What follows belongs to an exercise in optimizing a design on an open flow for small area and a short achievable clock period; a production flow would make more cautious choices.
RTL that was checked went through simulation tests only; none was proved equivalent to the original.
Power figures rest on the tool's default switching activity, not on a simulated workload.

run A:
## multiplier
module multiplier #(parameter N = 32) (
    input logic CLK, EN_mult, EN_blockRead, rst_n,
    input logic [15:0] mult_input0,
    input logic [15:0] mult_input1,
    input logic [N - 1:0] readMem_val,
    output logic RDY_mult, EN_readMem, EN_writeMem, VALID_memVal,
    output logic [N - 1:0] writeMem_val, memVal_data,
    output logic [5:0] writeMem_addr, readMem_addr
    );
==> flow/config.mk <==
export PLATFORM = sky130hd
export DESIGN_NAME = multiplier
export DESIGN_NICKNAME = multiplier
export VERILOG_FILES = /design/flow/design.v
export SDC_FILE = /design/flow/constraint.sdc
export NUM_CORES = 4
export LEC_CHECK = 0
export CAP_MARGIN = 20
export CORE_MARGIN = 2
export CORE_UTILIZATION = 65
export CTS_CLUSTER_DIAMETER = 75
export CTS_CLUSTER_SIZE = 25
export SETUP_SLACK_MARGIN = 1.92
export SLEW_MARGIN = 20
export SYNTH_HIERARCHICAL = 1
export SYNTH_MINIMUM_KEEP_SIZE = 0
==> flow/constraint.sdc <==
create_clock -name core_clock -period 3.6 [get_ports {CLK}]
set_input_delay 0.7200 -clock core_clock [delete_from_list [all_inputs] [get_ports {CLK}]]
set_output_delay 0.7200 -clock core_clock [all_outputs]
set_load 0.01 [all_outputs]
run.sh (not shown) runs the stock make flow with config.mk's settings and CLKGATE_MAP_FILE= SYNTH_SCRIPT=/design/flow/synth_recipe.tcl, a recipe that flattens the netlist after the stock synthesis.
Run A reached the end of the flow, and the finished layout is clean on the timing, DRC and antenna checks.
The inputs of run B differ from those of run A as listed below.
Settings: swapping 1.92 for 1.9 in SETUP_SLACK_MARGIN; swapping 75 for 60 in CTS_CLUSTER_DIAMETER; clearing CTS_CLUSTER_SIZE, which used to be 25.
[summary]
in -> reg as the kind of critical path was reported by run A, and reg -> out by run B. Compared to run A, run B has net total in the final layout 0.99% higher. Run B against run A: largest incremental delay on the critical path went down; clock group share of total power went up by 8.5 points; detailed-route via count moved up; hold slack has decreased. Relative to run A, maximum vdd drop has gone up in run B. From run A to run B the numbers moved as follows: clock insertion delay at the later pin of the skew report has increased, share of the cycle needed by the critical path after routing higher, net switching fraction of the power moved down.
#### Input delta (run C over run B)
Settings: a change of CTS_CLUSTER_DIAMETER from 60 to 100; an added CTS_CLUSTER_SIZE of 20.
Notes after the runs:
- Per the final summary, run C finished and its layout is clean on timing, DRC and antenna.
- Per the comparison of run C with run B, cell area power density lower; cell area after layout moved down; utilization dropped 2.4 points; clock edge transition at the registers on the reported setup and hold paths rose by 0.03 ns.
- Compared with run B, run C is more frugal on power.
Inputs modified between run C and run D:
Settings: PLACE_DENSITY_LB_ADDON newly set to 0.15; CTS_CLUSTER_SIZE changed from 20 to 25; CTS_CLUSTER_DIAMETER changed from 100 to 75.
[summary]
Run D has completed all stages; timing, DRC and antenna checks passed. As of run D, maximum resistive drop on vdd had fallen by a few percent compared to run C. Worst hold slack is higher on run D. Compared with run C, run D shows a higher met3 track utilization from global routing. Higher final clock period utilization by the worst path goes to run D over run C.
Relative to run D, the following input files were edited for run E:
Settings: CORE_UTILIZATION changed from 65 to 55; PLACE_DENSITY_LB_ADDON removed (was 0.15).
Findings:
- Run E: no failed stages, no open violations at the end
- Arrival time of data at the critical path endpoint across run E and run D: no real change.
- On run E: clock-buffer cell count is 2 higher than what run D gave.
- Compared with run D, run E shows a met3 usage in global routing that is 1.1 points lower.
- Wire length in run E vs run D: down about 1.2%
- mult_input1[10] as the launching instance or port of the critical path was reported by run D, and mult_input0[7] by run E.
- Total power of run E is higher than that of run D.
- Of run E and run D, the run reporting the lower final critical delay including setup and external delays was run E.
- In the tables for run E and run D, fraction of area in non-clock buffers reads lower with run D.

---

## job 7292
Another version of the RTL of multiplier (not shown whole).
Size in the first run: about 150 I/O pins, roughly 15000 µm² of cells after synthesis.
make LEC_CHECK=0 CAP_MARGIN=20 CORE_MARGIN=2 CORE_UTILIZATION=65 SETUP_SLACK_MARGIN=1.85 SLEW_MARGIN=20 SYNTH_HIERARCHICAL=1 SYNTH_MINIMUM_KEEP_SIZE=0 finish   # period 3.6 ns
Job 7292 finished end to end and its layout was clean on timing, DRC and antenna.
--- input diff job 7292..job 3503 ---
==> flow/flow/run.sh (new file) <==
#!/bin/bash
# The standard layout, with OpenROAD's power recovery after global routing
# (downsizes gates on paths that have slack to spare).
bash standard.sh RECOVER_POWER=100 finish > standard.log 2>&1
==> flow/standard.sh (new file) <==
#!/bin/bash
# synth_recipe.tcl (not shown) runs the flow's synth.tcl, then flattens the netlist and writes it again
# the make line also repeats each setting of config.mk as NAME=value (left out here)
make -C /OpenROAD-flow-scripts/flow DESIGN_CONFIG=/design/flow/config.mk WORK_HOME=/design/flow/orfs CLKGATE_MAP_FILE= SYNTH_SCRIPT=/design/flow/synth_recipe.tcl "${@:-finish}"
removed: flow/run.sh
[summary]
From job 7292 to job 3503 the numbers moved as follows: relative max-transition margin lower; fraction of the cycle the final worst path needs now larger; summed area of non-filler cells in the final layout has decreased; utilization of the core after routing decreased by 1.4 points relative to the old numbers. Total wire length after detailed routing (job 3503 vs. job 7292) increases slightly. Job 3503 against job 7292: sequential fraction of design power moved up, total net switching power moved down, leakage component of the power moved down. Run comparison: job 7292 launching instance or port of the critical path mult_input0[6]; job 3503 launching instance or port of the critical path s2_887$_DFF_P_.
The following lists how job 3620 was set up differently from job 3503:
Settings: putting CTS_CLUSTER_SIZE at 32 where nothing was set.
==> flow/run.sh (new file) <==
#!/bin/bash
# synth_recipe.tcl (not shown) runs the flow's synth.tcl, then flattens the netlist and writes it again
# the make line also repeats each setting of config.mk as NAME=value (left out here)
make -C /OpenROAD-flow-scripts/flow DESIGN_CONFIG=/design/flow/config.mk WORK_HOME=/design/flow/orfs CLKGATE_MAP_FILE= SYNTH_SCRIPT=/design/flow/synth_recipe.tcl finish
removed: flow/flow/run.sh
removed: flow/standard.sh
## What came out
Compared job 3620 vs job 3503, and total power is up in job 3620. When job 3620 is measured against job 3503, its setup slack of the critical path after layout turns out 670 ps higher. From job 3503 to job 3620 the numbers moved as follows: synthesis-to-finish area growth increased by 2.1 points relative to the old numbers, share of the cycle needed by the critical path after routing moved down.
Edits applied to the flow inputs when going from job 3620 to job 5859:
Settings: SETUP_SLACK_MARGIN now 1.7, was 1.85; CTS_CLUSTER_SIZE no longer set, was 32.
### Flow results
Delta (job 5859 minus job 3620): count of endpoints failing hold in the final timing report neither gained nor lost much, cell area power density lost about 3%. Going from job 3620 to job 5859, the clock period minus final worst setup slack was found to have gone up by 170 ps. Re transition time of the tightest slew-check pin: job 5859 and job 3620 aren't equal, and the higher value belongs to job 5859. Of job 5859 and job 3620, the lower total number of H-tree levels belongs to job 5859. On job 5859: total number of cells along the worst setup path is 1 lower than what job 3620 gave.

---

Starting RTL as in the previous note.
make LEC_CHECK=0 CAP_MARGIN=20 CORE_MARGIN=2 CORE_UTILIZATION=65 PLACE_DENSITY=0.75 SETUP_SLACK_MARGIN=1.85 SLEW_MARGIN=20 SYNTH_HIERARCHICAL=1 SYNTH_MINIMUM_KEEP_SIZE=0 finish   # period 3.6 ns
Stock flow here: none of the scripts above is used.
Rerun with:
Settings changed: GPL_TIMING_DRIVEN set to 0, PLACE_DENSITY 0.75 to not set.
Worst hold slack barely changes.
Count of clock-buffer cells in the layout falls by 3.
Wire length rises by 27%.
Maximum frequency falls by 4.3%.
Sequential share of layout area falls by 4.2 points.
Design area rises by 13%.
Power rises by 7.3%.
Die area is unchanged.
Synthesized cell count does not change.
First-iteration DRC count rises by 90%.
Rerun with:
Settings changed: ABC_AREA set to 1, GPL_TIMING_DRIVEN 0 to not set, SETUP_SLACK_MARGIN 1.85 to 1.8.
Core utilization came out lower by 11 points.
Global-route usage came out lower by 4.9 points.
Register-to-register slack is about the same.
Worst setup slack is better by 62 ps.
Maximum frequency came out higher by a few percent.
Die area came out higher by a few percent.
Worst hold slack hardly moves.
Rerun with:
==> flow/flow/run.sh (new file) <==
#!/bin/bash
# The standard layout, with OpenROAD's power recovery after global routing
# (downsizes gates on paths that have slack to spare).
bash standard.sh RECOVER_POWER=40 finish > standard.log 2>&1
==> flow/standard.sh (new file) <==
#!/bin/bash
# synth_recipe.tcl (not shown) runs the flow's synth.tcl, then flattens the netlist and writes it again
# the make line also repeats each setting of config.mk as NAME=value (left out here)
make -C /OpenROAD-flow-scripts/flow DESIGN_CONFIG=/design/flow/config.mk WORK_HOME=/design/flow/orfs CLKGATE_MAP_FILE= SYNTH_SCRIPT=/design/flow/synth_recipe.tcl "${@:-finish}"
Settings changed: ABC_AREA 1 to not set, SETUP_SLACK_MARGIN 1.8 to 1.85.
removed: flow/run.sh
Effect: The changed run finished clean; synthesized area is lower by 6.5%; hold slack hardly moves; cell area goes down by 5.7%; clock power grows by about 3%; routed wire length went down by 8.3%; sequential share of layout area goes up by 2.1 points; sequential power is about the same.
Rerun with:
==> flow/run.sh (new file) <==
#!/bin/bash
# synth_recipe.tcl (not shown) runs the flow's synth.tcl, then flattens the netlist and writes it again
# the make line also repeats each setting of config.mk as NAME=value (left out here)
make -C /OpenROAD-flow-scripts/flow DESIGN_CONFIG=/design/flow/config.mk WORK_HOME=/design/flow/orfs CLKGATE_MAP_FILE= SYNTH_SCRIPT=/design/flow/synth_recipe.tcl finish
Settings changed: SETUP_SLACK_MARGIN 1.85 to 1.8.
removed: flow/flow/run.sh
removed: flow/standard.sh
After rerunning: Wire length goes down by 0.93%; worst setup slack gains 490 ps; flip-flop and latch count does not change; cell count stays flat; clock power goes down by about 6%; clock skew hardly moves; clock-buffer cell count goes down by 10; maximum frequency goes up by 27%.

---

multiplier again, from the RTL that the note above started with.
clock: 3.6 ns
lec_check: 0
cap_margin: 20
core_margin: 2
core_utilization: 65
setup_slack_margin: 1.8
slew_margin: 20
synth_hierarchical: 1
synth_minimum_keep_size: 0
tns_end_percent: 30
Stock flow here: none of the scripts above is used.
Next try:
CTS_BUF_LIST = sky130_fd_sc_hd__clkbuf_8   (was default)
TNS_END_PERCENT = default   (was 30)
=> Synthesized area stays the same. Global-route usage drops by 0.15 points. Clock skew climbs by 13 ps. Cell area is higher slightly. Wire length drops by a few percent. Final cell count goes up by a few percent. First-iteration DRC count decreases by about a fifth. Via count stays flat. Power is lower slightly.
Next try:
CTS_BUF_LIST = default   (was sky130_fd_sc_hd__clkbuf_8)
SETUP_SLACK_MARGIN = 1.9   (was 1.8)
After rerunning: Core utilization climbs by 2.0 points; power goes up by a few percent; clock skew drops by 13 ps; first-iteration DRC count goes up slightly; final cell count went down slightly; wire length goes up by a few percent; setup slack gains 65 ps; non-clock buffer count rose by 14; hold slack improved by 3.1 ps; clock-buffer cell count falls by 20; synthesized area does not change.
Next try:
SETUP_SLACK_MARGIN = 2.0   (was 1.9)
=> Setup slack gets worse by 17 ps. Power came out higher by 3.7%. Worst hold slack is about the same. Sequential share of layout area drops by 0.83 points. Via count came out higher by 3.4%. Utilization rose by 2.0 points. Sequential cell count is unchanged. Wire length rises by 6.9%.

---

Setup of job 8237:
RTL: one of the versions met above, not the one the previous note started from.
Size: ~1,200 cells after synthesis, roughly 15,000 sq um of cells after synthesis.
==> flow/config.mk <==
export PLATFORM = sky130hd
export DESIGN_NAME = multiplier
export DESIGN_NICKNAME = multiplier
export VERILOG_FILES = /design/flow/design.v
export SDC_FILE = /design/flow/constraint.sdc
export NUM_CORES = 4
export LEC_CHECK = 0
export CAP_MARGIN = 20
export CORE_MARGIN = 2
export CORE_UTILIZATION = 65
export SETUP_SLACK_MARGIN = 1.9
export SLEW_MARGIN = 20
export SYNTH_HIERARCHICAL = 1
export SYNTH_MINIMUM_KEEP_SIZE = 0
==> flow/constraint.sdc <==
create_clock -name core_clock -period 3.6 [get_ports {CLK}]
set_input_delay 0.7200 -clock core_clock [delete_from_list [all_inputs] [get_ports {CLK}]]
set_output_delay 0.7200 -clock core_clock [all_outputs]
set_load 0.01 [all_outputs]
diff inputs: job 8237 => job 4206
Settings: CTS_CLUSTER_DIAMETER now 75, previously not set; SETUP_SLACK_MARGIN now 1.85, was 1.9; CTS_CLUSTER_SIZE now 25, previously not set.
==> comparison <==
When job 4206 is set beside job 8237, its proportion of layout cells with a drive suffix above 1 turns out to be 3.8 points smaller.
Final cell count was higher in job 8237 than in job 4206.
Job 4206 vs. job 8237: internal power contribution lost 15%, design area lost about 5%, logic gate share of total power picked up an extra 3.2 points.
sky130_fd_sc_hd__fa_2 as the cell with the biggest individual delay on the critical path was reported by job 4206, and sky130_fd_sc_hd__dfxtp_4 by job 8237.
On cell count after placement, job 8237 and job 4206 are neck and neck.
Here is what was changed in the inputs of job 1862 compared with job 4206.
Settings: CTS_CLUSTER_SIZE removed (was 25); SETUP_SLACK_MARGIN changed from 1.85 to 1.93; CTS_CLUSTER_DIAMETER removed (was 75).
Looking at fraction of the cycle the final worst path needs, job 1862 sits 1.2 points below job 4206.
Fraction of area in non-clock buffers in job 1862 is 1.7 points higher than in job 4206
Comparing job 4206 and job 1862, the lower static leakage is on job 4206.
Highest fanout seen on the critical path (lower): job 1862
As of job 1862, design area had risen by a few percent compared to job 4206.

---

Another version of the RTL of multiplier (not shown whole).
For scale: ~1200 cells after synthesis, ~300 flip-flops, ~15000 µm² of cells after synthesis.
export LEC_CHECK = 0
export CAP_MARGIN = 20
export CORE_MARGIN = 2
export CORE_UTILIZATION = 40
export SETUP_SLACK_MARGIN = 1.5
export SLEW_MARGIN = 20
export SYNTH_HIERARCHICAL = 1
export SYNTH_MINIMUM_KEEP_SIZE = 0
create_clock -name core_clock -period 3.6 [get_ports {CLK}]
==> next run, changes <==
- SETUP_SLACK_MARGIN: 1.5 -> default
=>
- final cell count drops slightly
- final area drops by a few percent
- via count drops slightly
- die area is unchanged
- core utilization drops by 1.5 points
- combinational power drops by a few percent
No run of this note included a check of the RTL's function; only the layout flow was run.

---

tundra:
Starting RTL as in the previous note.
Settings: LEC_CHECK=0, CAP_MARGIN=20, CORE_MARGIN=2, CORE_UTILIZATION=40, SETUP_SLACK_MARGIN=2.0, SLEW_MARGIN=20, SYNTH_HIERARCHICAL=1, SYNTH_MINIMUM_KEEP_SIZE=0; clock period 3.6 ns.
The following lists how onyx was set up differently from tundra:
- SETUP_SLACK_MARGIN: 2.0 -> 1.0
[summary]
Worst setup slack | onyx below tundra
onyx: met1 wire length is 4.4% lower than what tundra reported.
onyx vs tundra — worst path required time dropped 0.03 ns.
tundra → onyx: worst slew margin relative to its limit decreased by 3.4 points relative to the old numbers; proportion of layout cells with a drive suffix above 1 went down.
Function was not checked in any run of this note: the RTL went through the layout flow alone.

---

RTL: one of the versions met above, not the one the previous note started from.
Size: ~1200 cells after synthesis, ~15000 um2 of cells after synthesis.
clock: 3.6 ns
lec_check: 0
cap_margin: 20
core_margin: 2
core_utilization: 65
cts_cluster_diameter: 65
cts_cluster_size: 30
setup_slack_margin: 1.9
slew_margin: 20
synth_hierarchical: 1
synth_minimum_keep_size: 0
The starting point went through all stages and came out clean.
Rerun with:
--- a/flow/config.mk
+++ b/flow/config.mk
@@ -10,5 +10,5 @@
 export CORE_UTILIZATION = 65
-export CTS_CLUSTER_DIAMETER = 65
-export CTS_CLUSTER_SIZE = 30
-export SETUP_SLACK_MARGIN = 1.9
+export CTS_CLUSTER_DIAMETER = 75
+export CTS_CLUSTER_SIZE = 25
+export SETUP_SLACK_MARGIN = 1.87
 export SLEW_MARGIN = 20
Wire length goes up by 0.78%.
Power goes down by 4.7%.
Register-to-register slack improves by 0.02 ns.
Global-route usage climbs by 0.45 points.
Final area shrinks by 2.7%.
Cell count decreases by 0.91%.
Non-clock buffer count is lower by 4.
Setup slack degrades by 0.031 ns.
Count of clock-buffer cells in the layout fell by 2.
Synthesized area stays the same.
Maximum frequency went down by 1.7%.
Rerun with:
--- a/flow/config.mk
+++ b/flow/config.mk
@@ -10,5 +10,3 @@
 export CORE_UTILIZATION = 65
-export CTS_CLUSTER_DIAMETER = 75
-export CTS_CLUSTER_SIZE = 25
-export SETUP_SLACK_MARGIN = 1.87
+export SETUP_SLACK_MARGIN = 1.85
 export SLEW_MARGIN = 20
Effect: The changed run completed with no timing, DRC or antenna violations. Combinational power came out higher by about 2%. Setup slack got worse by 0.0044 ns. Core utilization came out higher by 2.7 points. Clock-buffer cell count came out higher by 21. Sequential share of layout area came out lower by 1.4 points. Cell area came out higher by 3.6%. Total power came out higher by 12%. Worst hold slack got worse by 0.0036 ns. Via count came out higher by 2.8%. Sequential power is about the same. Global-route usage came out higher by 1.3 points.

==> static timing again, ports no longer ideal <==
In the flow no input, the clock included, has a driving cell. The finished layouts below were timed again as built, in two steps.
Step 1 sets driving cells, clkbuf_16 on the clock port and buf_2 on the other inputs (assumed; they add their load-dependent delay and slew).
Step 2 times the ports against the registers' clock, not the clock port: input delays grow and output delays shrink by t, the midpoint of the rising clock arrivals with the driver on.
Three values: ideal ports, drivers, drivers and shift; two values: the first two.
run	t (ns)	slack for setup (ns)	worst hold slack (ns)	worst slew at a driven data input, ns	pins driven straight from the clock port
run A	0.552	1.862 / 1.847 / 1.330	0.330 / 0.330 / 0.330	0.09	1
run B	0.616	1.852 / 1.803 / 1.315	0.324 / 0.324 / 0.324	0.09	1
run C	0.543	1.866 / 1.862 / 1.326	0.318 / 0.318 / 0.318	0.09	1
run D	0.538	1.857 / 1.860 / 1.322	0.332 / 0.332 / 0.332	0.07	1
run E	0.552	1.871 / 1.840 / 1.321	0.329 / 0.329 / 0.329	0.07	1
job 7292	0.544	1.859 / 1.830 / 1.334	0.325 / 0.325 / 0.325	0.07	1
job 3503	0.544	1.192 / 1.192 / 0.843	0.325 / 0.325 / 0.325	0.07	1
job 3620	0.544	1.859 / 1.830 / 1.334	0.325 / 0.325 / 0.325	0.07	1
job 5859	0.588	1.686 / 1.700 / 1.125	0.325 / 0.325 / 0.325	0.07	1
the first run of note 3	0.593	1.849 / 1.816 / 1.283	0.326 / 0.326 / 0.326	0.07	1
the second run of note 3	0.609	1.770 / 1.733 / 1.167	0.324 / 0.324 / 0.324	0.07	1
the third run of note 3	0.557	1.832 / 1.782 / 1.296	0.324 / 0.324 / 0.324	0.07	1
the fourth run of note 3	0.544	1.325 / 1.338 / 0.793	0.325 / 0.325 / 0.325	0.07	1
the fifth run of note 3	0.607	1.816 / 1.786 / 1.238	0.326 / 0.326 / 0.326	0.07	1
the first run of note 4	0.592	1.755 / 1.706 / 1.202	0.325 / 0.325 / 0.325	0.08	1
the second run of note 4	0.601	1.816 / 1.795 / 1.228	0.324 / 0.324 / 0.324	0.07	1
the third run of note 4	0.583	1.881 / 1.836 / 1.313	0.327 / 0.327 / 0.327	0.07	1
the fourth run of note 4	0.599	1.864 / 1.812 / 1.332	0.325 / 0.325 / 0.325	0.13	1
job 8237	0.595	1.878 / 1.829 / 1.311	0.324 / 0.324 / 0.324	0.09	1
job 4206	0.552	1.832 / 1.841 / 1.307	0.330 / 0.330 / 0.330	0.08	1
job 1862	0.595	1.876 / 1.827 / 1.328	0.323 / 0.323 / 0.323	0.09	1
the first run of note 6	0.564	1.480 / 1.480 / 0.950	0.324 / 0.324 / 0.324	0.08	1
the second run of note 6	0.548	0.837 / 0.855 / 0.306	0.323 / 0.323 / 0.323	0.08	1
tundra	0.566	1.498 / 1.498 / 0.954	0.320 / 0.320 / 0.320	0.09	1
onyx	0.548	1.030 / 1.050 / 0.502	0.323 / 0.323 / 0.323	0.08	1
the first run of note 8	0.562	1.880 / 1.833 / 1.330	0.332 / 0.332 / 0.332	0.09	1
the second run of note 8	0.551	1.850 / 1.846 / 1.327	0.330 / 0.330 / 0.330	0.08	1
the third run of note 8	0.599	1.845 / 1.817 / 1.268	0.326 / 0.326 / 0.326	0.08	1
After both steps every run listed still meets setup and hold. The setup slack of the second run of note 3, which loses most, moves by -0.037 ns with the drivers and by -0.603 ns with both steps.
